What follows belongs to an exercise in optimizing a design on an open flow for small area; a production flow would make more cautious choices. Only simulation tests tie the RTL to the original design; equivalence was not proved. Power and IR drop assume default switching activity.

==> flow/design.v (excerpt) <==
module ALU(input [7:0] a, b, input [3:0] oper, input clk,
           output reg [7:0] msb, lsb);
Size: ~480 cells after synthesis, roughly 37 I/O pins, about 3600 um^2 of cells after synthesis.
clock: 12.5 ns
lec_check: 0
cap_margin: 0
core_margin: 2
core_utilization: 40
cts_buf_list: sky130_fd_sc_hd__clkbuf_4
gpl_timing_driven: 0
setup_slack_margin: -0.5
slew_margin: 0
standard.sh (not shown) runs the stock make flow with config.mk's settings and CLKGATE_MAP_FILE= SYNTH_SCRIPT=/design/flow/synth_recipe.tcl, a recipe that flattens the netlist after the stock synthesis.
==> flow/flow/run.sh <==
#!/bin/bash
# Own flow: the standard synthesis (kept for reference), then the
# hand-built netlist in flow/net.v (same registers, same names) in its place,
# then the standard layout from floorplan to finish. Port buffers are
# buf_1 cells.
set -euo pipefail
R=orfs/results/$FLOW_PLATFORM/ALU/base
bash standard.sh synth > std_synth.log 2>&1
cp $R/1_2_yosys.v std_1_2_yosys.v
cp flow/net.v $R/1_2_yosys.v
touch $R/1_2_yosys.v
bash standard.sh "BUFFER_PORTS_ARGS=-buffer_cell sky130_fd_sc_hd__buf_1" finish > layout.log 2>&1
Other scripts of this flow, unchanged in this note and not shown: flow/flow/net.v
The starting point finished clean.
==> next run, changes <==
--- a/flow/flow/run.sh
+++ b/flow/flow/run.sh
@@ -12 +12 @@
-bash standard.sh "BUFFER_PORTS_ARGS=-buffer_cell sky130_fd_sc_hd__buf_1" finish > layout.log 2>&1
+bash standard.sh "BUFFER_PORTS_ARGS=-buffer_cell sky130_fd_sc_hd__buf_2" finish > layout.log 2>&1
- CTS_BUF_LIST: sky130_fd_sc_hd__clkbuf_4 -> default
- GPL_TIMING_DRIVEN: 0 -> default
Result: Wire length went up by 5.7%; non-clock buffer count went up by 9; setup slack degrades by 0.10 ns; sequential power went down by about 0.6%.

--- another note on this design; it stands on its own ---

==> run F <==
==> flow/design.v (excerpt) <==
module ALU(input [7:0] a, b, input [3:0] oper, input clk,
           output reg [7:0] msb, lsb);
==> flow/config.mk <==
export PLATFORM = sky130hd
export DESIGN_NAME = ALU
export DESIGN_NICKNAME = ALU
export VERILOG_FILES = /design/flow/design.v
export SDC_FILE = /design/flow/constraint.sdc
export NUM_CORES = 4
export LEC_CHECK = 0
export CAP_MARGIN = 0
export CORE_MARGIN = 2
export CORE_UTILIZATION = 40
export CTS_BUF_LIST = sky130_fd_sc_hd__clkbuf_4
export GPL_TIMING_DRIVEN = 0
export SETUP_SLACK_MARGIN = -0.8
export SLEW_MARGIN = 0
==> flow/constraint.sdc <==
create_clock -name core_clock -period 12.5 [get_ports {clk}]
set_input_delay 2.5000 -clock core_clock [delete_from_list [all_inputs] [get_ports {clk}]]
set_output_delay 2.5000 -clock core_clock [all_outputs]
set_load 0.01 [all_outputs]
standard.sh (not shown) runs the stock make flow with config.mk's settings and CLKGATE_MAP_FILE= SYNTH_SCRIPT=/design/flow/synth_recipe.tcl, a recipe that flattens the netlist after the stock synthesis.
==> flow/flow/run.sh <==
#!/bin/bash
# Own flow: the standard synthesis (kept for reference), then the
# hand-built netlist in flow/net.v (same registers, same names) in its place,
# then the standard layout from floorplan to finish. Port buffers are
# buf_1 cells.
set -euo pipefail
R=orfs/results/$FLOW_PLATFORM/ALU/base
bash standard.sh synth > std_synth.log 2>&1
cp $R/1_2_yosys.v std_1_2_yosys.v
cp flow/net.v $R/1_2_yosys.v
touch $R/1_2_yosys.v
bash standard.sh "BUFFER_PORTS_ARGS=-buffer_cell sky130_fd_sc_hd__buf_2" finish > layout.log 2>&1
Other scripts of this flow, unchanged in this note and not shown: flow/flow/net.v
==> run Z: changes against run F <==
SETUP_SLACK_MARGIN = -1.1   (was -0.8)
==> run A: changes against run F <==
CTS_BUF_LIST = sky130_fd_sc_hd__clkbuf_8   (was sky130_fd_sc_hd__clkbuf_4)
SETUP_SLACK_MARGIN = -1.1   (was -0.8)
==> summary.txt <==
The highest sequential share of layout area belongs to run Z, the lowest to run A. Design area, highest first: run A, run F, run Z. Between run Z and run A, the lower first-iteration DRC count is in run Z (gap about 2.1%, measured against run A). Sequential power is about the same in run Z and run A. In die area, run A and run Z do not differ.
==> figures <==
| quantity | run Z | run F | run A |
|---|---|---|---|
| Run status | timing/DRC/antenna clean | timing/DRC/antenna clean | timing/DRC/antenna clean |
| Routed met1 length | 4148 µm | 4023 µm | 4080 µm |
| Cell with the biggest individual delay on the critical path | sky130_fd_sc_hd__o21ai_0 | sky130_fd_sc_hd__buf_2 | sky130_fd_sc_hd__o21ai_0 |
| Worst hold margin | 2675 ps | 2668 ps | 2707 ps |
| Fraction of area in multi-input gates | 80.60% | 80.47% | 80.22% |
| Relative slew slack | 14.49% | 12.09% | 12.08% |
| Non-Clock Buffer Count | 37 | 38 | 37 |
| Total Wirelength | 8898 µm | 8844 µm | 8855 µm |
| Layout cells sized above 1 | 9.600% | 9.980% | 9.600% |
| Proportion of power drawn by flip-flops and latches | 17.8% | 17.8% | 17.3% |
| Part of the total power dissipated in the clock network | 7.5% | 7.4% | 10.2% |

==> run D: inputs <==
ALU again, from the RTL that the note above started with.
clock: 12.5 ns
lec_check: 0
cap_margin: 0
core_margin: 2
core_utilization: 40
cts_buf_list: sky130_fd_sc_hd__clkbuf_4
gpl_timing_driven: 0
setup_slack_margin: -0.8
slew_margin: 0
Scripts as last shown in full above: flow/flow/run.sh
Other scripts of this flow, unchanged in this note and not shown: flow/flow/net.v
==> run G (differences from run D) <==
SETUP_SLACK_MARGIN = -0.5   (was -0.8)
==> comparison <==
- Worst hold slack: run G is higher than run D (0.0088 ns).
- Sequential cell count is the same in run D and run G.
- Of run G and run D, run D has the higher clock power (gap about 2%, measured against run D).
- In synthesized cell count, run D and run G do not differ.
- Between run G and run D, the lower total power is in run D (gap 0.30%, measured against run D).
- First-iteration DRC count: run G is lower than run D (about 1.3%).
- Critical path depth is the same in run G and run D.
- In run D the maximum frequency is smaller than in run G, by about 1.3%.
- Against run G, the cell count of run D is lower by about 0.5%.

==> what the ideal ports hide <==
How much do the figures lean on ideal ports? The routed layouts below were timed once more, with nothing changed but the port constraints.
Step 1, drivers: a clkbuf_16 drives clk and a buf_2 each remaining input, both assumed.
Step 2 adds t to the input delays and takes it off the output delays; t is the mean of the earliest and latest rising clock arrival at the registers after step 1. Input paths then give back, and output paths get back, about the clock's delay inside the block.
a / b / c = ideal ports / drivers / drivers and shift; a / b = the first two.
| run | t, ns | slack for setup (ns) | worst setup path after step 2 | latest minus earliest clock arrival (ns) | slew at the worst register clock pin (ns) |
|---|---|---|---|---|---|
| the first run of note 1 | 0.305 | 0.676 / 0.681 / 0.376 | input to register | 0.004 / 0.005 | 0.09 / 0.09 |
| the second run of note 1 | 0.279 | 0.572 / 0.577 / 0.298 | input to register | 0.002 / 0.002 | 0.06 / 0.06 |
| run F | 0.305 | 0.727 / 0.730 / 0.425 | input to register | 0.002 / 0.002 | 0.08 / 0.08 |
| run Z | 0.307 | 0.536 / 0.540 / 0.233 | input to register | 0.004 / 0.004 | 0.09 / 0.09 |
| run A | 0.271 | 0.454 / 0.460 / 0.189 | input to register | 0.001 / 0.002 | 0.06 / 0.06 |
| run D | 0.319 | 0.505 / 0.506 / 0.188 | input to register | 0.005 / 0.005 | 0.10 / 0.10 |
| run G | 0.312 | 0.657 / 0.659 / 0.347 | input to register | 0.006 / 0.006 | 0.10 / 0.10 |
After both steps every run listed still meets setup and hold. The setup slack of run D, which loses most, moves by +0.001 ns with the drivers and by -0.317 ns with both steps.
